Background: an optimization exercise with open tools, aiming at small area. Do not read the settings as production practice. Function was checked by simulation only, so behaviour that the tests miss may differ from the original. Power is estimated from default activity; no workload was simulated.

`design/flow/run.sh`:
```
#!/bin/bash
# synth_recipe.tcl (not shown) runs the flow's synth.tcl, then flattens the netlist and writes it again
# the make line also repeats each setting of config.mk as NAME=value (left out here)
make -C /OpenROAD-flow-scripts/flow DESIGN_CONFIG=/design/flow/config.mk WORK_HOME=/design/flow/orfs CLKGATE_MAP_FILE= SYNTH_SCRIPT=/design/flow/synth_recipe.tcl finish
```
`design/flow/config.mk`:
```
export PLATFORM = sky130hd
export DESIGN_NAME = Interfaz
export DESIGN_NICKNAME = Interfaz
export VERILOG_FILES = /design/flow/design.v
export SDC_FILE = /design/flow/constraint.sdc
export NUM_CORES = 4
export LEC_CHECK = 0
export CAP_MARGIN = 20
export CORE_MARGIN = 2
export CORE_UTILIZATION = 40
export PLACE_DENSITY = 0.6
export SLEW_MARGIN = 20
```
`design/flow/constraint.sdc`:
```
create_clock -name core_clock -period 10.0 [get_ports {clk}]
set_input_delay 2.0000 -clock core_clock [delete_from_list [all_inputs] [get_ports {clk}]]
set_output_delay 2.0000 -clock core_clock [all_outputs]
set_load 0.01 [all_outputs]
```
`design/flow/design.v`:
```
`timescale 1ns / 1ps
module SincronizadorVGA(
  input wire clk,reset,
  output wire hsync,vsync,video_on,
  output wire [9:0] pixelx,pixely
  );
localparam HD=10'd640;  
localparam HF=10'd48; 
localparam HB=10'd16; 
localparam HR=10'd96; 
localparam VD=10'd480; 
localparam VF=10'd10; 
localparam VB=10'd33; 
localparam VR=10'd2; 
reg [1:0] mod4_reg;  
reg [9:0] hcount_reg,hcount_next; 
reg [9:0] vcount_reg,vcount_next; 
reg vsync_reg,hsync_reg;
wire vsync_next,hsync_next;
wire h_end,v_end; 
reg pixel_tick;
always @(posedge clk,posedge reset)
if (reset) 
begin
vcount_reg<=0;
hcount_reg<=0;
vsync_reg<=1'b0;
hsync_reg<=1'b0;
end
else 
begin
vcount_reg<=vcount_next;
hcount_reg<=hcount_next;
vsync_reg<=vsync_next;
hsync_reg<=hsync_next;
end
always @(posedge clk,posedge reset)
if (reset)
begin
pixel_tick<=0;
mod4_reg<=2'b00;
end
else if (mod4_reg== 2'b11) 
begin
pixel_tick<=0;
mod4_reg<=2'b00;
end
else 
begin
if (mod4_reg== 2'b10)
begin
pixel_tick<=~pixel_tick;  
mod4_reg<=mod4_reg+1;
end
else
begin
pixel_tick<=0;
mod4_reg<=mod4_reg+1;
end
end
assign h_end=(hcount_reg==(HD+HF+HB+HR-1)); 
assign v_end=(vcount_reg==(VD+VF+VB+VR-1)); 
always @*
if (pixel_tick) 
if (h_end)  
hcount_next=0;
else
hcount_next=hcount_reg+1; 
else
hcount_next=hcount_reg; 
always @*
if (pixel_tick & h_end) 
if (v_end)  
vcount_next=0;
else
vcount_next=vcount_reg+1; 
else
vcount_next=vcount_reg;  
assign hsync_next=~(hcount_reg>=(HD+HB) && hcount_reg<=(HD+HB+HR-1));
assign vsync_next=~(vcount_reg>=(VD+VB-23) && vcount_reg<=(VD+VB+VR-1-23));
assign video_on=(hcount_reg<HD) && (vcount_reg<VD); 
assign hsync=hsync_reg;
assign vsync=vsync_reg;
assign pixelx=hcount_reg;
assign pixely=vcount_reg;
endmodule
`timescale 1ns / 1ps
module ImpresionDatos
    (
    input wire clk,ProgramarCrono,
    input wire instrucciones,
    input wire [6:0] SegundosU,SegundosD,minutosU,minutosD,horasU,horasD,
    fechaU,mesU,anoU,diaSemanaU, numeroSemanaU,fechaD,mesD,anoD,diaSemanaD,
    numeroSemanaD,
    input wire [6:0] SegundosUT,minutosUT,horasUT,
    input wire [6:0] SegundosDT,minutosDT,horasDT,
    input wire Escribir, 
    input wire [7:0] cursor, 
    input wire [9:0] pixelx,  
    input wire [9:0] pixely, 
    output wire [18:0] rom_addr, 
    output wire [2:0] color_addro,  
    output wire dpo, 
    output wire graficosO 
 );
reg dp; 
reg [6:0] char_addr;  
reg [2:0] color_addr; 
reg [19:0] address; 
reg graficos; 
reg [5:0] contadorx;
reg [9:0] contadorxcambio;
reg [9:0] contadory;
reg numG;
reg numP;
reg cuadros;
reg sem;
reg cron;
reg dias;
reg anoo20;
reg instr;
parameter ancho_NumG=62;
parameter ancho_NumP=8;
parameter anchoCursor=124; 
parameter alto_NumG=105;  
parameter alto_NumP=15;  
localparam IsegundosD=10'd459; 
localparam IsegundosU=10'd524; 
localparam ARsegundos=10'd197; 
localparam IminutosD=10'd260;
localparam IminutosU=10'd324;
localparam ARminutos=10'd197;
localparam IhorasD=10'd59; 
localparam IhorasU=10'd123;
localparam ARhoras=10'd197;
localparam IdiaD=10'd448; 
localparam IanoD=488;
localparam IanoU=496;
localparam ARanoo=419;
localparam IsemanaD=10'd360;
localparam IsemanaU=10'd367;
localparam ARsemana=10'd14;
localparam IfechaD=464;
localparam IfechaU=471;
localparam ARfecha=10'd454;
localparam ImesD=496; 
localparam ImesU=503;
localparam cronoHoras=10'd127;
localparam cronoMinutos=10'd152;
localparam cronoSegundos=10'd176;
localparam textoSemana=10'd272;
localparam textoCronometro= 10'd19 ;
localparam ARano=433;
always @(posedge clk)
  if (pixely >= 244  && (pixely <= 247)) begin
        dp<=1'd1;color_addr<=3'd1;graficos<=1'd0;end
  else if ((pixelx >= IsegundosD) && (pixelx<=IsegundosD+ancho_NumG) && (pixely >= ARsegundos) & (pixely<=ARsegundos+alto_NumG))begin
        char_addr <= SegundosD;  
        graficos<=1'd1;
        numG<=1;
        dias<=0;
        anoo20<=0;
        instr<=0;
        dp<=1'd1; end
    else if ((pixelx >= IsegundosU) && (pixelx<=IsegundosU+ancho_NumG) && (pixely >= ARsegundos) && (pixely<=ARsegundos+alto_NumG))begin
        char_addr <= SegundosU;  
        graficos<=1'd1;
        numG<=1;
        dias<=0;
        anoo20<=0;
        instr<=0;
        dp<=1'd1;end
    else if ((cursor==8'h21) &&( Escribir) && (pixelx >= IsegundosD) && (pixelx<=IsegundosD+anchoCursor) && (pixely >= ARsegundos+alto_NumG + 10'd4) && (pixely<=ARsegundos+alto_NumG + 10'd6))begin
        color_addr<=4'd2; 
        graficos<=1'd0;
        dp<=1'd1;end
  else if ((pixelx >= IminutosD) && (pixelx<=IminutosD+ancho_NumG) && (pixely >= ARminutos) && (pixely<=ARminutos+alto_NumG))begin
      char_addr <= minutosD;  
      graficos<=1'd1;
      numG<=1;
      dias<=0;
      anoo20<=0;
      instr<=0;
      dp<=1'd1;end
  else if ((pixelx >= IminutosU) && (pixelx<=IminutosU+ancho_NumG) && (pixely >= ARminutos) && (pixely<=ARminutos+alto_NumG))begin
      char_addr <= minutosU;  
      graficos<=1'd1;
      numG<=1;
      dias<=0;
      anoo20<=0;
      instr<=0;
      dp<=1'd1;end
   else if ((cursor==8'h22) &&( Escribir) && (pixelx >= IminutosD) && (pixelx<=IminutosD+anchoCursor) && (pixely >= ARminutos+alto_NumG + 10'd4) && (pixely<=ARminutos+alto_NumG+ 10'd6))begin
      color_addr<=4'd2;
      graficos<=1'd0;
      dp<=1'd1;end
 else if ((pixelx >= IhorasD) && (pixelx<=IhorasD+ancho_NumG) && (pixely >= ARhoras) && (pixely<=ARhoras+alto_NumG))begin
    char_addr <= horasD;  
    graficos<=1'd1;
    numG<=1;
    dias<=0;
    anoo20<=0;
    instr<=0;
    dp<=1'd1; end
    else if ((pixelx >= IhorasU) && (pixelx<=IhorasU+ancho_NumG) && (pixely >= ARhoras) && (pixely<=ARhoras+alto_NumG))begin
        char_addr <= horasU; 
        graficos<=1'd1;
        numG<=1;
        dias<=0;
        anoo20<=0;
        instr<=0;
        dp<=1'd1;end
     else if ((cursor==8'h23) &&( Escribir) && (pixelx >= IhorasD) && (pixelx<=IhorasD+anchoCursor) && (pixely >= ARhoras+alto_NumG + 10'd4) && (pixely<=ARhoras+alto_NumG+ 10'd6))begin
        color_addr<=4'd2; 
        graficos<=1'd0;
        dp<=1'd1;end 
   else if ((pixelx >= IsemanaU) && (pixelx<=IsemanaU+ancho_NumP) && (pixely >= ARsemana) && (pixely<=ARsemana+alto_NumP))begin
        char_addr <= numeroSemanaU; 
        graficos<=1'd1;
        numG<=0;
        numP<=1;
        dias<=0;
        anoo20<=0;
        instr<=0;
        dp<=1'd1;end
   else if ((pixelx >= IsemanaD) && (pixelx<=IsemanaD+ancho_NumP) && (pixely >= ARsemana) && (pixely<=ARsemana+alto_NumP))begin
        char_addr <= numeroSemanaD; 
        graficos<=1'd1;
        numG<=0;
        numP<=1;
        dias<=0;
        anoo20<=0;
        instr<=0;
        dp<=1'd1;end
     else if ((cursor==8'h28) &&( Escribir) && (pixelx >= IsemanaD) && (pixelx<=IsemanaD+2*ancho_NumP) && (pixely >= ARsemana +alto_NumP+ 10'd2) && (pixely<=ARsemana +alto_NumP+ 10'd3))begin
        color_addr<=4'd2; 
        graficos<=1'd0;
        dp<=1'd1;end
else if ((pixelx >= textoSemana) && (pixelx<=textoSemana+63) && (pixely >= ARsemana) && (pixely<=ARsemana+14))begin
   graficos<=1'd1;
   numG<=0;
   numP<=0;
   cuadros<=0;
   sem<=1;
   dias<=0;
   anoo20<=0;
   instr<=0;
   dp<=1'd1; end
else if ((pixelx >= textoCronometro) && (pixelx<=textoCronometro+101) && (pixely >= ARano) && (pixely<=ARano+alto_NumP))begin
   graficos<=1'd1;
   numG<=0;
   cuadros<=0;
   numP<=0;
   sem<=0;
   cron<=1;
   dias<=0;
   anoo20<=0;
   instr<=0;
   dp<=1'd1; end
     else if ((pixelx >= 472) && (pixelx<=486) && (pixely >= ARanoo+1) && (pixely<=ARanoo+alto_NumP+1))begin
     char_addr <= 7'h30; 
       graficos<=1;
       numG<=0;
       cuadros<=0;
       numP<=0;
       sem<=0;
       cron<=0;
       dias<=0;
       anoo20<=1;
       instr<=0;
       dp<=1'd1;end 
 else if ((pixelx >= cronoHoras) && (pixelx<cronoHoras+ancho_NumP) && (pixely >= ARano+3) & (pixely<=ARano+alto_NumP))begin
     char_addr <= horasDT;  
     graficos<=1;
     numG<=0;
     cuadros<=0;
     sem<=0;
     numP<=1;
     dias<=0;
     anoo20<=0;
     instr<=0;
     dp<=1'd1; end
 else if ((pixelx >= cronoHoras+ancho_NumP) && (pixelx<cronoHoras+ 2*ancho_NumP) && (pixely >= ARano+3) && (pixely<=ARano+alto_NumP))begin
     char_addr <= horasUT;  
     graficos<=1;
     numG<=0;
     cuadros<=0;
     sem<=0;
     numP<=1;
     dias<=0;
     anoo20<=0;
     instr<=0;
     dp<=1'd1;end
  else if ((cursor==8'h43) &&( ProgramarCrono) && (pixelx >= cronoHoras) && (pixelx<=cronoHoras+ 2*ancho_NumP) && (pixely >= ARano+alto_NumP + 10'd2) && (pixely<=ARano+alto_NumP+ 10'd3))begin
     color_addr<=4'd2; 
     graficos<=1'd0;
     dp<=1'd1;end
else if ((pixelx >= cronoMinutos) && (pixelx<cronoMinutos+ancho_NumP) && (pixely >= ARano+3) && (pixely<=ARano+alto_NumP))begin
   char_addr <= minutosDT;  
   graficos<=1;
   numG<=0;
   cuadros<=0;
   sem<=0;
   numP<=1;
   dias<=0;
   anoo20<=0;
   instr<=0;
   dp<=1'd1;end
else if ((pixelx >= cronoMinutos+ancho_NumP ) && (pixelx<cronoMinutos+ 2*ancho_NumP) && (pixely >= ARano+3) && (pixely<=ARano+alto_NumP))begin
   char_addr <= minutosUT;  
   graficos<=1;
   numG<=0;
   cuadros<=0;
   sem<=0;
   numP<=1;
   dias<=0;
   anoo20<=0;
   instr<=0;
   dp<=1'd1;end
else if ((cursor==8'h42) && ( ProgramarCrono) && (pixelx >= cronoMinutos) && (pixelx<=cronoMinutos+ 2*ancho_NumP) && (pixely >= ARano+alto_NumP + 10'd2) && (pixely<=ARano+alto_NumP+ 10'd3))begin
   color_addr<=4'd2; 
   graficos<=1'd0;
   dp<=1'd1;end 
else if ((pixelx >= cronoSegundos ) && (pixelx<cronoSegundos+ancho_NumP) && (pixely >= ARano+3) && (pixely<=ARano+alto_NumP))begin
 char_addr <= SegundosDT;  
 graficos<=1;
 numG<=0;
 cuadros<=0;
 sem<=0;
 numP<=1;
 dias<=0;
 anoo20<=0;
 instr<=0;
 dp<=1'd1; end
 else if ((pixelx >= cronoSegundos+ancho_NumP ) && (pixelx<cronoSegundos+ 2*ancho_NumP) && (pixely >= ARano+3) && (pixely<=ARano+alto_NumP))begin
     char_addr <= SegundosUT; 
     graficos<=1;
     numG<=0;
     cuadros<=0;
     sem<=0;
     numP<=1;
     dias<=0;
     anoo20<=0;
     instr<=0;
     dp<=1'd1;end
     else if ((cursor==8'h41) &&( ProgramarCrono) && (pixelx >= cronoSegundos) && (pixelx<=cronoSegundos+ 2*ancho_NumP) && (pixely >= ARano+alto_NumP + 10'd2) && (pixely<=ARano+alto_NumP+ 10'd3))begin
     color_addr<=4'd2; 
     graficos<=1'd0;
     dp<=1'd1;end 
        else if ((pixelx >= IdiaD) && (pixelx<=IdiaD+64) && (pixely >= ARano) && (pixely<=ARano+alto_NumP))begin  
            char_addr <= diaSemanaU;
            graficos<=1;
            numG<=0;
            cuadros<=0;
            sem<=0;
            numP<=0;
            cron<=0;
            dias<=1;
            anoo20<=0;
            instr<=0;
            dp<=1'd1;end
      else if ((cursor==8'h27) &&( Escribir) && (pixelx >= IdiaD) && (pixelx<=533) && (pixely >= ARano+alto_NumP + 10'd2) && (pixely<=ARano+alto_NumP + 10'd3))begin
            color_addr<=4'd2; 
            graficos<=1'd0;
            dp<=1'd1;end
        else if ((pixelx >= IanoD) && (pixelx<=IanoD+ancho_NumP) && (pixely >= ARanoo) && (pixely<=ARanoo+alto_NumP-3))begin
            char_addr <= anoD; 
            graficos<=1;
            numG<=0;
            cuadros<=0;
            sem<=0;
            numP<=1;
            cron<=0;
            dias<=0;
            anoo20<=0;
            instr<=0;
            dp<=1'd1;end
        else if ((pixelx >= IanoU) && (pixelx<=IanoU+ancho_NumP) && (pixely >= ARanoo) && (pixely<=ARanoo+alto_NumP-3))begin
            char_addr <= anoU; 
            graficos<=1;
            numG<=0;
            cuadros<=0;
            sem<=0;
            numP<=1;
            cron<=0;
            dias<=0;
            anoo20<=0;
            instr<=0;
            dp<=1'd1;end
        else if ((cursor==8'h26) &&( Escribir) && (pixelx >= IanoD) && (pixelx<=IanoD +2*ancho_NumP) && (pixely >= ARanoo+alto_NumP + 10'd2) && (pixely<=ARanoo+alto_NumP + 10'd3))begin
            char_addr <= 7'h0a;  
            graficos<=1'd0;
            dp<=1'd1;end
          else if ((pixelx >= IfechaD) && (pixelx<=IfechaD+ancho_NumP) && (pixely >= ARfecha) && (pixely<=ARfecha+alto_NumP-3))begin
              char_addr <= fechaD; 
              graficos<=1;
              numG<=0;
              cuadros<=0;
              sem<=0;
              numP<=1;
              cron<=0;
              dias<=0;
              anoo20<=0;
              instr<=0;
              dp<=1'd1;end
          else if ((pixelx >= IfechaU) && (pixelx<=IfechaU+ancho_NumP) && (pixely >= ARfecha) && (pixely<=ARfecha+alto_NumP-3))begin
              char_addr <= fechaU; 
              graficos<=1;
              numG<=0;
              cuadros<=0;
              sem<=0;
              numP<=1;
              cron<=0;
              dias<=0;
              anoo20<=0;
              instr<=0;
              dp<=1'd1;end
          else if ((cursor==8'h24) &&( Escribir) && (pixelx >= IfechaD) && (pixelx<=IfechaD+2*ancho_NumP) && (pixely >= ARfecha+alto_NumP + 10'd2) && (pixely<=ARfecha+alto_NumP+ 10'd3))begin
               color_addr<=4'd2; 
               graficos<=1'd0;
               dp<=1'd1;end 
           else if ((pixelx >= ImesD) && (pixelx<=ImesD+ancho_NumP) && (pixely >= ARfecha) && (pixely<=ARfecha+alto_NumP-3))begin
               char_addr <=mesD; 
               graficos<=1;
               numG<=0;
               cuadros<=0;
               sem<=0;
               numP<=1;
               cron<=0;
               dias<=0;
               anoo20<=0;
               instr<=0;
               dp<=1'd1;end
           else if ((pixelx >= ImesU) && (pixelx<=ImesU+ancho_NumP) && (pixely >= ARfecha) && (pixely<=ARfecha+alto_NumP-3))begin
               char_addr <= mesU; 
               graficos<=1;
               numG<=0;
               cuadros<=0;
               sem<=0;
               numP<=1;
               cron<=0;
               dias<=0;
               anoo20<=0;
               instr<=0;
               dp<=1'd1;end
           else if ((cursor==8'h25) &&( Escribir) && (pixelx >= ImesD) && (pixelx<=ImesD+2*ancho_NumP) && (pixely >= ARfecha+alto_NumP + 10'd2) && (pixely<=ARfecha+alto_NumP + 10'd3))begin
               char_addr <= 7'h0a;  
               graficos<=1'd0;
               dp<=1'd1;end
 else
begin
if ((instrucciones) && (pixely >=50) && (pixely<=125) && (50<pixelx) && (pixelx<575) )begin
cuadros<=0;
numG<=0;
numP<=0;
sem<=0;
cron<=0;
dias<=0;
anoo20<=0;
graficos<=1'd1;
instr<=1;
dp<=1'd1; end
else if ((pixely >= 423) && (pixely<=466) && (pixelx>559))begin
cuadros<=0;
numG<=0;
numP<=0;
sem<=0;
dias<=0;
cron<=0;
anoo20<=0;
graficos<=1'd1;
instr<=1;
dp<=1'd1; end
else if ((pixely >= 10'd0) && (pixely<=10'd140))begin
color_addr<=4'd0; 
graficos<=1'd0;
dp<=1'd1; end
else if ((pixely >= 10'd141) && (pixely<=157))begin
cuadros<=1;
numG<=0;
numP<=0;
sem<=0;
cron<=0;
anoo20<=0;
graficos<=1'd1;
instr<=0;
dp<=1'd1; end
else if ((pixelx <=28) && (pixely >= 158) && (pixely <= 264))begin
dp<=1'd1;color_addr<=3'd1;graficos<=1'd0;end
else if ((pixelx <=29) && (pixely >= 158)  && (pixely <= 264)) begin
dp<=1'd1;color_addr<=3'd5;graficos<=1'd0;end
else if ((pixelx <=212) && (pixely >= 158)  && (pixely <= 264)) begin
dp<=1'd1;color_addr<=3'd3;graficos<=1'd0;end
else if ((pixelx <=213) && (pixely >= 158)  && (pixely <= 264)) begin
dp<=1'd1;color_addr<=3'd5;graficos<=1'd0;end
else if ((pixelx <=228) && (pixely >= 158)  && (pixely <= 264)) begin
dp<=1'd1;color_addr<=3'd1;graficos<=1'd0;end
else if ((pixelx <=229) && (pixely >= 158)  && (pixely <= 264)) begin
dp<=1'd1;color_addr<=3'd5;graficos<=1'd0;end
else if ((pixelx <=412) && (pixely >= 158 ) && (pixely <= 264)) begin
dp<=1'd1;color_addr<=3'd3;graficos<=1'd0;end
else if ((pixelx <=413) && (pixely >= 158)  && (pixely <= 264)) begin
dp<=1'd1;color_addr<=3'd5;graficos<=1'd0;end
else if ((pixelx <=428) && (pixely >= 158)  && (pixely <= 264)) begin
dp<=1'd1;color_addr<=3'd1;graficos<=1'd0;end
else if ((pixelx <=429) && (pixely >= 158)  && (pixely <= 264)) begin
dp<=1'd1;color_addr<=3'd5;graficos<=1'd0;end
else if ((pixelx <=612) && (pixely >= 158)  && (pixely <= 264)) begin
dp<=1'd1;color_addr<=3'd3;graficos<=1'd0;end
else if ((pixelx <=613) && (pixely >= 158)  && (pixely <= 264)) begin
dp<=1'd1;color_addr<=3'd5;graficos<=1'd0;end
else if ((pixelx <=800) && (pixely >= 158)  && (pixely <= 264)) begin
dp<=1'd1;color_addr<=3'd1;graficos<=1'd0;end
else if ((pixely >=265) && (pixely<=10'd348))begin
cuadros<=1;
numG<=0;
numP<=0;
sem<=0;
cron<=0;
anoo20<=0;
graficos<=1'd1;
instr<=0;
dp<=1'd1; end
else if ((pixely >= 10'd349) && (pixely<=10'd351))begin
color_addr<=4'd0; 
graficos<=1'd0;
dp<=1'd1; end
else if ((pixely >= 10'd352) && (pixely<=10'd353))begin
color_addr<=4'd1; 
graficos<=1'd0;
dp<=1'd1; end
else if ((pixely >= 10'd354) && (pixely<=10'd472))begin
color_addr<=4'd0; 
graficos<=1'd0;
dp<=1'd1; end
else if ((pixely >= 10'd473) && (pixely<= 10'd480))begin
color_addr<=4'd2; 
graficos<=1'd0;
dp<=1'd1; end
else begin
color_addr<=4'd0;
graficos<=1'd0;
numG<=0;
cuadros<=0;
numP<=0;
dp<=1'd0; end
end
always @*
if (dias) begin
contadorx=pixelx[5:0];
end
else if (numG)begin
 if (pixelx< 10'd212) begin
contadorx=(pixelx[5:0] + 6'd5);
end
else if (pixelx< 10'd412) begin
contadorx=(pixelx[5:0] - 6'd4);
end
else if (pixelx< 10'd640) begin
contadorx=(pixelx[5:0] - 6'd12);
end
else begin
contadorx=(pixelx[5:0] + 6'd5);  
end
end
else begin
contadorx=pixelx[2:0];
end
always @* begin
contadory=10'd0;
contadorxcambio=10'd0;
if (numG) begin
contadory=pixely-192;  
case (char_addr)
7'h30:contadorxcambio=0;
7'h31:contadorxcambio=67;
7'h32:contadorxcambio=127;
7'h33:contadorxcambio=192;
7'h34:contadorxcambio=253;
7'h35:contadorxcambio=320;
7'h36:contadorxcambio=383;
7'h37:contadorxcambio=450;
7'h38:contadorxcambio=511;
7'h39:contadorxcambio=576;
default: contadorxcambio = 0;
endcase
address=contadorx+(contadory*640)+contadorxcambio;
end
else if (numP) begin
if (pixely>=ARsemana && pixely<=ARsemana+alto_NumP)begin
contadory=pixely+312;  
end
else if (pixely>=436 && pixely<=453)begin
contadory=pixely-109;  
end
else if (pixely>=419 && pixely<=431) begin
contadory=pixely-93;  
  end
else if (pixely>=454 && pixely<=466) begin
contadory=pixely-128;  
end
case (char_addr)
7'h30:contadorxcambio=1;
7'h31:contadorxcambio=10;
7'h32:contadorxcambio=21;
7'h33:contadorxcambio=31;
7'h34:contadorxcambio=40;
7'h35:contadorxcambio=51;
7'h36:contadorxcambio=60;
7'h37:contadorxcambio=71;
7'h38:contadorxcambio=80;
7'h39:contadorxcambio=90;
default: contadorxcambio = 0;
endcase
address=contadorx+(contadory*640)+contadorxcambio;
end
else if (dias) begin
contadory=pixely-88;  
case (char_addr)
7'h30:contadorxcambio=0;
7'h31:contadorxcambio=81;
7'h32:contadorxcambio=170;
7'h33:contadorxcambio=279;
7'h34:contadorxcambio=365;
7'h35:contadorxcambio=458;
7'h36:contadorxcambio=554;
default: contadorxcambio = 0;
endcase
address=contadorx+(contadory*640)+contadorxcambio;
end
else if(cuadros) begin
contadory=pixely-29;
address=pixelx+(contadory*640); 
end
else if(sem) begin
contadory=pixely+313;
address=pixelx+(contadory*640)+72; 
end
else if(cron) begin
contadory=pixely-109; 
address=pixelx+(contadory*640)+90; 
end
else if(instr) begin
if (pixely >= 423) begin
contadory=pixely-254; 
address=pixelx+(contadory*640)+15; 
end
else begin
contadory=pixely+108; 
address=pixelx+(contadory*640-50); 
end
end
else if(anoo20) begin
contadory=pixely-93;
address=pixelx+(contadory*640)-44; 
end
else begin
address=0;
end
end
assign rom_addr = address;
assign graficosO=graficos;
assign dpo=dp;
assign color_addro=color_addr;
endmodule
`timescale 1ns / 1ps
module Interfaz(
    input wire clk,reset,
    input wire instrucciones,ProgramarCrono,ring, 
    input wire [7:0] cursor, 
    input wire Escribir, 
    output wire  [11:0] rgbO, 
    output wire hsync,vsync, 
    output wire video_on,
    input wire [7:0] datos0,datos1,datos2,datos3,datos4,datos5,datos6,datos7,datos8,
    datos9,datos10,
    output wire [18:0] mem_addr,
    output wire mem_en,
    input wire [11:0] mem_data
    );
wire [9:0] pixelx, pixely;
reg tick; 
reg [6:0] SegundosU, minutosU,horasU, fechaU,mesU,anoU,diaSemanaU, numeroSemanaU;
reg [6:0] SegundosD,minutosD,horasD,fechaD,mesD,anoD,diaSemanaD,numeroSemanaD;
reg [6:0] SegundosUT,minutosUT,horasUT;
reg [6:0] SegundosDT,minutosDT,horasDT;
wire [11:0] datoMemoria;    
wire [18:0] address;       
wire graficos;             
wire dp; 
wire [2:0] color_addr;     
reg [11:0] color;
reg [11:0] colorMux;
localparam [11:0] colorAlarma=12'hf00;
reg [11:0] rgb;
always @(posedge clk) 
if (pixely>=10'd480)  
begin
  tick<=1;
end
else
begin
  tick<=0;
end
always @(posedge clk, posedge reset)
if (reset)begin  
SegundosU <= 7'h00;
SegundosD<= 7'h00;
minutosU <= 7'h00;
minutosD <= 7'h00;
horasU <= 7'h00;
horasD <= 7'h00;
fechaU <= 7'h00;
fechaD <= 7'h00;
mesU <= 7'h00;
mesD <= 7'h00;
anoU <= 7'h00;
anoD <= 7'h00;
diaSemanaU <= 7'h00;
diaSemanaD <= 7'h00;
numeroSemanaU <= 7'h00;
numeroSemanaD <= 7'h00;
SegundosUT <= 7'h00;
SegundosDT <= 7'h00;
minutosUT <= 7'h00;
minutosDT <= 7'h00;
horasUT <= 7'h00;
horasDT <= 7'h00;
end
else begin
if (tick)begin  
SegundosU <= {4'h3,datos0[3:0]};
SegundosD <= {4'h3,datos0[7:4]};
minutosU <= {4'h3,datos1[3:0]};
minutosD <= {4'h3,datos1[7:4]};
horasU <= {4'h3,datos2[3:0]};
horasD <= {4'h3,datos2[7:4]};
fechaU <= {4'h3,datos3[3:0]};
fechaD <= {4'h3,datos3[7:4]};
mesU <= {4'h3,datos4[3:0]};
mesD <= {4'h3,datos4[7:4]};
anoU <= {4'h3,datos5[3:0]};
anoD <= {4'h3,datos5[7:4]};
diaSemanaU <= {4'h3,datos6[3:0]};
diaSemanaD <= {4'h3,datos6[7:4]};
numeroSemanaU <= {4'h3,datos7[3:0]};
numeroSemanaD <= {4'h3,datos7[7:4]};
SegundosUT <= {4'h3,datos8[3:0]};
SegundosDT <= {4'h3,datos8[7:4]};
minutosUT <= {4'h3,datos9[3:0]};
minutosDT <= {4'h3,datos9[7:4]};
horasUT <= {4'h3,datos10[3:0]};
horasDT <= {4'h3,datos10[7:4]};
end
else begin  
SegundosU <= SegundosU;
SegundosD <= SegundosD;
minutosU <= minutosU;
minutosD <= minutosD;
horasU <= horasU;
horasD <= horasD;
fechaU <= fechaU;
fechaD <= fechaD;
mesU <= mesU;
mesD <= mesD;
anoU <= anoU;
anoD <= anoD;
diaSemanaU <= diaSemanaU;
diaSemanaD <= diaSemanaD;
numeroSemanaU <= numeroSemanaU;
numeroSemanaD <= numeroSemanaD;
SegundosUT <= SegundosUT;
SegundosDT <= SegundosDT;
minutosUT <= minutosUT;
minutosDT <= minutosDT;
horasUT <= horasUT;
horasDT <= horasDT;
end
end
ImpresionDatos ImpresionDatos_unit
    (
    .clk(clk),.pixelx(pixelx),.pixely(pixely),.rom_addr(address),
    .color_addro(color_addr),
    .SegundosU(SegundosU),.SegundosD(SegundosD),.minutosU(minutosU)
    ,.minutosD(minutosD),.horasU(horasU),.horasD(horasD),.dpo(dp)
    ,.fechaU(fechaU),.mesU(mesU),.anoU(anoU),.diaSemanaU(diaSemanaU),
     .numeroSemanaU(numeroSemanaU),.fechaD(fechaD),.mesD(mesD),.anoD(anoD),.diaSemanaD(diaSemanaD),
     .numeroSemanaD(numeroSemanaD),.graficosO(graficos),
     .SegundosUT(SegundosUT),.minutosUT(minutosUT),.horasUT(horasUT),
     .SegundosDT(SegundosDT),.minutosDT(minutosDT),.horasDT(horasDT),.cursor(cursor)
     ,.Escribir(Escribir),.ProgramarCrono(ProgramarCrono),.instrucciones(instrucciones)
    );
     SincronizadorVGA SincronizadorVGA_unit(
               .clk(clk),.reset(reset),
               .hsync(hsync),.vsync(vsync),.video_on(video_on),
               .pixelx(pixelx),.pixely(pixely)
               );
assign mem_addr = address;
assign mem_en = graficos;
reg [11:0] douta_reg;
always @(posedge clk)
  if (reset)
    douta_reg <= 12'h000;
  else
    douta_reg <= mem_data;
assign datoMemoria = douta_reg;
always @*
case (color_addr)  
3'd0: color = 12'h032; 
3'd1:  color = 12'h000; 
3'd2: color = 12'hFFE; 
3'd3: color = 12'h111;
3'd4: color = 12'h222;
3'd5: color = 12'h333;
3'd6: color = 12'h032;
3'd7: color = 12'h120;
default: color = 12'h111;
endcase
always @*
if (graficos)begin
colorMux=datoMemoria;
end
else if (ring  && (pixely >= 10'd473) && (pixely<= 10'd480) ) begin
colorMux= colorAlarma; end  
else begin
colorMux=color;
end
always @(posedge clk)  
    if (video_on && dp)   
        rgb<=colorMux;
 else
    rgb <= 12'h0f7;
assign rgbO=rgb;
endmodule
```
==> notes.md <==
-- cell type report --
class                           instances  area (µm²)
Fill cell                            5405       29240
Multi-Input combinational cell       2275       16570
Sequential cell                       160        3887
Timing Repair Buffer                  201        1869
Tap cell                              696       870.8
Inverter                              146       553.0
Clock buffer                           18       450.4
Clock inverter                         14       162.7
-- kinds of logic after synthesis --
kind of cell | count (synthesis) | synth area share [%]
AND/OR/NAND/NOR | 871 | 20.79
AO/OA/AOI/OAI | 806 | 25.26
buffers and inverters | 286 | 5.460
adder cells (fa/ha/maj) | 268 | 15.99
XOR/XNOR | 227 | 9.260
flip-flops | 160 | 17.95
multiplexers | 103 | 5.281
-- critical path, stage by stage, from the launching register on --
cell                              delay (ps)
sky130_fd_sc_hd__dfrtp_1                 820
sky130_fd_sc_hd__ha_1                    730
sky130_fd_sc_hd__and2_1                  440
sky130_fd_sc_hd__a221oi_1                150
sky130_fd_sc_hd__a221oi_1                390
sky130_fd_sc_hd__buf_4                   200
sky130_fd_sc_hd__inv_1                   100
sky130_fd_sc_hd__o211ai_1                100
sky130_fd_sc_hd__o21ai_0                 110
sky130_fd_sc_hd__nand2_1                  80
sky130_fd_sc_hd__o21ai_0                 130
sky130_fd_sc_hd__mux2i_1                 510
sky130_fd_sc_hd__ha_1                    250
sky130_fd_sc_hd__inv_1                    60
sky130_fd_sc_hd__fa_1                    460
sky130_fd_sc_hd__nand2b_1                150
sky130_fd_sc_hd__a21boi_0                210
sky130_fd_sc_hd__o21ai_0                 210
sky130_fd_sc_hd__a21oi_1                 220
sky130_fd_sc_hd__xor2_1                  240
sky130_fd_sc_hd__nand3_1                 140
sky130_fd_sc_hd__nor3_1                  250
sky130_fd_sc_hd__xnor2_1                  90
sky130_fd_sc_hd__nand3_1                 110
sky130_fd_sc_hd__o311a_1                 180
sky130_fd_sc_hd__clkdlybuf4s50_1         550
-- power groups by stage --
stage	registers (mW)	logic [mW]	clock network, mW
floorplan	0.667	0.0119	0
global placement	0.667	0.0619	0
CTS	0.654	0.0623	0.698
detailed placement	0.667	0.0622	0
global route	0.654	0.0660	0.721
finish	0.654	0.0614	0.686
-- path summary, 6_finish.rpt --
check,startpoint,endpoint,slack [ps]
worst max-delay path,SincronizadorVGA_unit.vcount_reg[7]$_DFFE_PP0P_,mem_addr[17],610
worst max register to register,SincronizadorVGA_unit.hcount_reg[0]$_DFFE_PP0P_,color[1]$_DFF_P_,4530
min in group asynchronous,reset,SincronizadorVGA_unit.vsync_reg$_DFF_PP0_,2290
worst min register to register,douta_reg[2]$_SDFF_PP0_,rgb[2]$_SDFF_PN1_,430
worst min-delay path,douta_reg[2]$_SDFF_PP0_,rgb[2]$_SDFF_PN1_,430
max in group asynchronous,reset,SincronizadorVGA_unit.vcount_reg[8]$_DFFE_PP0P_,6330
-- routing by layer --
| metal | vias to the layer above | global-route usage, % | share of wire, % |
|---|---|---|---|
| met1 | 10480 | 36.41 | 41 |
| met2 | 962 | 47.62 | 46 |
| met4 | 0 | 18.62 | 6.8 |
| met5 | - | 0 | 0 |
| met3 | 220 | 3.975 | 6.1 |
| li1 | 10190 | - | - |
-- per-stage QoR --
step	cells	setup WS [ps]	utilization (%)	hold WS, ps
6_report	3510	605.1	45.45	429.3
5_1_grt	3510	87.89	45.45	464.2
3_3_place_gp	3478	1216	44.30	414.0
3_5_place_dp	3478	1152	44.30	411.7
2_1_floorplan	2721	2619	-	404.2
4_1_cts	3510	601.7	45.45	428.8
-- Yosys cell counts, types with 18 or more instances --
cell type                  count
sky130_fd_sc_hd__nand3_1      77
sky130_fd_sc_hd__dfxtp_1      37
sky130_fd_sc_hd__nor3_1       65
sky130_fd_sc_hd__or2_2        22
sky130_fd_sc_hd__a31oi_1      42
sky130_fd_sc_hd__a211oi_1     35
sky130_fd_sc_hd__buf_2        18
sky130_fd_sc_hd__nand4_1      24
sky130_fd_sc_hd__mux2i_1      20
sky130_fd_sc_hd__a21o_1       38
sky130_fd_sc_hd__or3_1        22
sky130_fd_sc_hd__o211ai_1     24
sky130_fd_sc_hd__dfrtp_1     110
sky130_fd_sc_hd__nor3b_1      23
sky130_fd_sc_hd__nand2b_1     34
sky130_fd_sc_hd__a21oi_1     200
sky130_fd_sc_hd__o31ai_1      29
sky130_fd_sc_hd__o21a_1       22
sky130_fd_sc_hd__nor2b_1      50
sky130_fd_sc_hd__and2_1       28
sky130_fd_sc_hd__mux2_2       81
sky130_fd_sc_hd__nand2_1     224
sky130_fd_sc_hd__clkbuf_1     98
sky130_fd_sc_hd__o21bai_1     21
sky130_fd_sc_hd__and3_1       21
sky130_fd_sc_hd__o21ai_0     151
sky130_fd_sc_hd__inv_1       140
sky130_fd_sc_hd__xnor2_1     158
sky130_fd_sc_hd__nor2_1      190
sky130_fd_sc_hd__a221oi_1     25
sky130_fd_sc_hd__xor2_1       68
sky130_fd_sc_hd__ha_1        254
==> notes.md <==
# TYPE chip_impl_metric gauge
chip_impl_metric{name="power.share.sequential",unit="%"} 46.6
chip_impl_info{name="ys_dominant_reg_cell",value="sky130_fd_sc_hd__dfrtp_1"} 1
chip_impl_info{name="highest_count_cells_in_the_layout_ignoring_fill_and_taps",value="sky130_fd_sc_hd__ha_1, sky130_fd_sc_hd__nand2_1, sky130_fd_sc_hd__a21oi_1"} 1
chip_impl_info{name="hold_path_class",value="register to register"} 1
chip_impl_info{name="yosysTopAreaCell",value="sky130_fd_sc_hd__ha_1"} 1
chip_impl_metric{name="grt_antenna_before_repair",unit=""} 0
chip_impl_metric{name="die_width",unit="µm"} 236.6
chip_impl_info{name="most_common_library_cell_in_the_layout_ignoring_fill_and_taps",value="sky130_fd_sc_hd__ha_1"} 1
chip_impl_metric{name="power_frac_clock",unit="%"} 49.0
chip_impl_info{name="critical_path.startpoint_type",value="register"} 1
chip_impl_info{name="worst-setup-path-type",value="register to output pin"} 1
chip_impl_metric{name="max_cap_violations",unit=""} 0
chip_impl_metric{name="postSynthCellCount",unit=""} 2721
chip_impl_metric{name="maximum_number_of_pins_on_one_net_before_global_route_repair",unit=""} 68
chip_impl_metric{name="dp_hpwl",unit="µm"} 66070
chip_impl_metric{name="ys_async_sr_fraction",unit="%"} 68.75
chip_impl_metric{name="boundaryPins",unit=""} 149
chip_impl_metric{name="initial_core_util",unit="%"} 40.36
chip_impl_metric{name="synth_area_per_cell",unit="µm²"} 7.950
chip_impl_metric{name="route.detailed.vias_per_inst",unit=""} 6.227
chip_impl_metric{name="post_dp_area",unit="µm²"} 23750
chip_impl_metric{name="total_number_of_clock_tree_sinks",unit=""} 160
chip_impl_metric{name="clock_tree.buffer_depth",unit=""} 2
chip_impl_metric{name="setup-violations-final",unit=""} 0
chip_impl_metric{name="worstRegToRegCells",unit=""} 12
chip_impl_metric{name="power.ir.vdd_worst",unit="µV"} 124.4
chip_impl_metric{name="final_layout_size_suffix_gt1_share",unit="%"} 8.564
chip_impl_metric{name="synth_edf_count",unit=""} 13
chip_impl_metric{name="hold_depth",unit=""} 2
chip_impl_info{name="tritoncts",value="built"} 1
chip_impl_metric{name="post_cts.repair.setup_buffers",unit=""} 0
chip_impl_metric{name="grt.total_usage",unit="%"} 29.23
chip_impl_metric{name="globalRouteOverflowTotal",unit=""} 0
chip_impl_metric{name="clock_skew",unit="ps"} 13.00
chip_impl_metric{name="post_drt_wl_per_cell",unit="µm"} 23.66
chip_impl_metric{name="post_synth_instance_area",unit="µm²"} 21630
chip_impl_metric{name="p_sw_share",unit="%"} 24.15
chip_impl_metric{name="cp.arrival",unit="ps"} 7390
chip_impl_metric{name="antenna_cells_inserted",unit=""} 0
chip_impl_metric{name="finalCriticalPeriod",unit="ps"} 9395
chip_impl_metric{name="numCtsBuffers",unit=""} 17
chip_impl_metric{name="worst_slew_margin_rel",unit="%"} 19.45
chip_impl_metric{name="first_global_vias",unit=""} 21400
chip_impl_metric{name="floorplan.rows",unit=""} 85
chip_impl_metric{name="fmaxAchievable",unit="GHz"} 0.1064
chip_impl_metric{name="cellPowerDensity",unit="nW/µm²"} 57.54
chip_impl_metric{name="power",unit="mW"} 1.402
chip_impl_metric{name="clock_pin_slew_on_the_worst_setup_and_hold_paths",unit="ps"} 80
chip_impl_metric{name="die_area",unit="µm²"} 55960
chip_impl_metric{name="critical_path_required",unit="ps"} 8000
chip_impl_metric{name="chipHeight",unit="µm"} 236.6
chip_impl_metric{name="comb_power_share",unit="%"} 4.4
chip_impl_metric{name="vias",unit=""} 21860
chip_impl_metric{name="synth.yosys.seq_area_share",unit="%"} 17.95
chip_impl_metric{name="min_period_over_period",unit="%"} 93.95
chip_impl_metric{name="detail_route.drc_violations",unit=""} 0
chip_impl_metric{name="cts_htree_levels",unit=""} 4
chip_impl_metric{name="worst_pin_slew",unit="ps"} 1196
chip_impl_metric{name="cts_resized",unit=""} 0
chip_impl_metric{name="cts_hold_buf",unit=""} 0
chip_impl_metric{name="p_switching",unit="µW"} 338.5
chip_impl_metric{name="mappedNetlistNets",unit=""} 3103
chip_impl_info{name="end_kind",value="output pin"} 1
chip_impl_info{name="root_buffer",value="sky130_fd_sc_hd__clkbuf_16"} 1
chip_impl_metric{name="finalHoldViolations",unit=""} 0
chip_impl_info{name="setup_repair_after_global_routing_missed_its_margin",value="false"} 1
chip_impl_metric{name="final_non_filler_cell_area",unit="µm²"} 24360
chip_impl_metric{name="nNetsFinal",unit=""} 3183
chip_impl_metric{name="netlist_cell_types",unit=""} 106
chip_impl_metric{name="dr.pass1.iters",unit=""} 7
chip_impl_metric{name="yosys_register_bits",unit=""} 160
chip_impl_metric{name="yosys.area.top_type_share",unit="%"} 14.69
chip_impl_metric{name="area.growth.synth_to_final",unit="%"} 12.62
chip_impl_metric{name="detail-route-antenna-nets",unit=""} 0
chip_impl_info{name="synthTopCellsByArea",value="sky130_fd_sc_hd__ha_1, sky130_fd_sc_hd__dfrtp_1, sky130_fd_sc_hd__xnor2_1"} 1
chip_impl_info{name="status",value="no timing/DRC/antenna violations"} 1
chip_impl_metric{name="wl",unit="µm"} 83050
chip_impl_metric{name="drt_iter0_markers",unit=""} 1877
chip_impl_metric{name="core",unit="µm²"} 53600
chip_impl_metric{name="gpl.final_weighted_congestion",unit=""} 0.9942
chip_impl_metric{name="summed_negative_setup_slack_over_all_endpoints",unit="ps"} 0
chip_impl_metric{name="internal_power",unit="mW"} 1.063
chip_impl_metric{name="synth.yosys.warnings",unit=""} 3
chip_impl_metric{name="worstPathMaxFanout",unit=""} 16
chip_impl_metric{name="clk_lat_worst_skew",unit="ps"} 470
chip_impl_metric{name="static-leakage-power",unit="nW"} 10.36
chip_impl_metric{name="grt_first_pass_wirelength",unit="µm"} 127300
chip_impl_metric{name="port-buffer-count",unit=""} 144
chip_impl_metric{name="final_max_slew_viol_count",unit=""} 0

## what the ideal ports hide
Ports are ideal in the flow. The routed layout listed here was re-timed in OpenROAD. Step 1 assumes that a clkbuf_16 drives the clock port and a buf_2 every other input. Step 2, shift: input delay + t, output delay - t, t = (earliest + latest rising clock arrival at the registers) / 2. This alone moves slack from input paths to output paths. a / b / c = ideal ports / drivers / drivers and shift; a / b = the first two.
t (ns): 0.518
setup WS [ns]: 0.605 / 0.550 / 1.068
worst setup path after step 2: register to output
worst register clock-pin slew, ns: 0.08 / 0.08
After both steps this run still meets setup and hold. For this run, drivers alone change the setup slack by -0.055 ns; drivers and shift together by +0.463 ns.
